Source: an optimization exercise on an open RTL-to-GDS flow (aim: small area, a short achievable clock period and few clock cycles per item). Production flows keep margins and buffers that such runs may drop. In this exercise RTL edits were held to simulation tests only and were not proved equivalent to the original.

==> run a: inputs <==
## kuznechik
module kuznechik(
    input  wire          clk_i,
    input  wire          resetn_i,
    input  wire          request_i,
    input  wire          ack_i,
    input  wire  [127:0] data_i,
    output reg           busy_o,
    output reg           valid_o,
    output wire  [127:0] data_o
);
export LEC_CHECK = 0
export CAP_MARGIN = 20
export CELL_PAD_IN_SITES_DETAIL_PLACEMENT = 1
export CELL_PAD_IN_SITES_GLOBAL_PLACEMENT = 2
export CORE_MARGIN = 2
export CORE_UTILIZATION = 25
export PLACE_DENSITY = 0.35
export SETUP_SLACK_MARGIN = 4
export SLEW_MARGIN = 20
export TNS_END_PERCENT = 100
create_clock -name core_clock -period 10.0 [get_ports {clk_i}]
run.sh (not shown) runs the stock make flow with config.mk's settings and CLKGATE_MAP_FILE= SYNTH_SCRIPT=/design/flow/synth_recipe.tcl, a recipe that flattens the netlist after the stock synthesis.
==> inputs of run b, as changes to run a <==
==> flow/flow/run.sh (new file) <==
#!/bin/bash
set -o pipefail
cp standard.sh standard.sh.txt 2>/dev/null
export BUFFER_PORTS_ARGS="-buffer_cell sky130_fd_sc_hd__buf_4"
bash standard.sh > standard.log 2>&1
==> flow/standard.sh (new file) <==
#!/bin/bash
# synth_recipe.tcl (not shown) runs the flow's synth.tcl, then flattens the netlist and writes it again
# the make line also repeats each setting of config.mk as NAME=value (left out here)
make -C /OpenROAD-flow-scripts/flow DESIGN_CONFIG=/design/flow/config.mk WORK_HOME=/design/flow/orfs CLKGATE_MAP_FILE= SYNTH_SCRIPT=/design/flow/synth_recipe.tcl "${@:-finish}"
- SETUP_SLACK_MARGIN: 4 -> 3
removed: flow/run.sh
==> inputs of run c, as changes to run a <==
==> flow/flow/run.sh (new file) <==
#!/bin/bash
set -o pipefail
cp standard.sh standard.sh.txt 2>/dev/null
export BUFFER_PORTS_ARGS="-buffer_cell sky130_fd_sc_hd__buf_4"
bash standard.sh > standard.log 2>&1
==> flow/standard.sh (new file) <==
#!/bin/bash
# synth_recipe.tcl (not shown) runs the flow's synth.tcl, then flattens the netlist and writes it again
# the make line also repeats each setting of config.mk as NAME=value (left out here)
make -C /OpenROAD-flow-scripts/flow DESIGN_CONFIG=/design/flow/config.mk WORK_HOME=/design/flow/orfs CLKGATE_MAP_FILE= SYNTH_SCRIPT=/design/flow/synth_recipe.tcl "${@:-finish}"
- SETUP_SLACK_MARGIN: 4 -> 3.5
removed: flow/run.sh
==> inputs of run d, as changes to run a <==
==> flow/flow/run.sh (new file) <==
#!/bin/bash
set -o pipefail
cp standard.sh standard.sh.txt 2>/dev/null
export BUFFER_PORTS_ARGS="-buffer_cell sky130_fd_sc_hd__buf_4"
bash standard.sh > standard.log 2>&1
==> flow/standard.sh (new file) <==
#!/bin/bash
# synth_recipe.tcl (not shown) runs the flow's synth.tcl, then flattens the netlist and writes it again
# the make line also repeats each setting of config.mk as NAME=value (left out here)
make -C /OpenROAD-flow-scripts/flow DESIGN_CONFIG=/design/flow/config.mk WORK_HOME=/design/flow/orfs CLKGATE_MAP_FILE= SYNTH_SCRIPT=/design/flow/synth_recipe.tcl "${@:-finish}"
removed: flow/run.sh
==> notes.md <==
| metric | run a | run d | run c | run b |
|---|---|---|---|---|
| Status | no timing/DRC/antenna violations | no timing/DRC/antenna violations | no timing/DRC/antenna violations | no timing/DRC/antenna violations |
| Multi-In Gates | 10900 | 10900 | 10900 | 10900 |
| Critical Setup Path Class | reg -> reg | reg -> reg | reg -> out | reg -> reg |
| Startpoint of the most critical register-to-register path | s[24] | s[64] | s[12] | s[64] |
| Met2 Track Usage GR | 63.5% | 63.6% | 62.8% | 62.5% |
| Clk latency of the worst-skew pair | 0.63 ns | 0.64 ns | 0.67 ns | 0.64 ns |
| Ratio of cells with drive above 1 in the final layout | 29.1% | 25.2% | 18.0% | 14.7% |
| Number of global-route vias before repair | 113000 | 110000 | 108000 | 107000 |
| Routed wl met3 | 114000 um | 100000 um | 95500 um | 93100 um |
| Placed cell count | 17000 | 17000 | 17000 | 17000 |
| FILL cells | 42100 | 42900 | 43600 | 43900 |
| Final instance count without filler cells | 18200 | 17800 | 17300 | 17200 |
| First-pass GRT wire length | 1130000 um | 1100000 um | 1080000 um | 1080000 um |
| GR Util met3 | 20.0% | 15.6% | 14.8% | 14.1% |
| Routability Congestion | 1.18 | 1.15 | 1.15 | 1.15 |
| Slew at the pin with the worst max-slew slack | 1.18 ns | 1.20 ns | 1.36 ns | 1.33 ns |
| Met1 wire length | 325000 um | 324000 um | 325000 um | 324000 um |
| Average wire per standard cell | 47.7 um | 47.4 um | 48.0 um | 48.1 um |
Testbench counts of run a, summed over its fixed seeds: cycles 2,304, blocks 256.
Testbench counts of run b, summed over its fixed seeds: cycles 2,304, blocks 256.
Testbench counts of run c, summed over its fixed seeds: cycles 2,304, blocks 256.
Testbench counts of run d, summed over its fixed seeds: cycles 2,304, blocks 256.

[afterwards: timing with drivers on the ports]
The results above use ideal ports. As a check the final layouts listed here were re-extracted and re-timed, cells and wires unchanged.
Step 1, drivers: a clkbuf_16 drives clk_i and a buf_2 each remaining input, both assumed.
Step 2 moves the port delays by t, midway between the first and last clock arrival at a register: inputs arrive t later, outputs are due t later. That takes back most of the time a late clock gives input paths.
Three values: no drivers, after step 1, after step 2; two values: the first two.
| run | t (ns) | setup WS [ns] | clock arrival spread, ns | worst slew at a driven data input, ns |
|---|---|---|---|---|
| run a | 0.720 | 3.721 / 3.621 / 3.721 | 0.035 / 0.036 | 0.15 |
| run b | 0.735 | 2.683 / 2.574 / 2.683 | 0.036 / 0.036 | 0.15 |
| run c | 0.740 | 3.172 / 3.086 / 3.245 | 0.035 / 0.035 | 0.16 |
| run d | 0.743 | 3.760 / 3.679 / 3.760 | 0.039 / 0.040 | 0.15 |
After both steps every run listed still meets setup and hold.
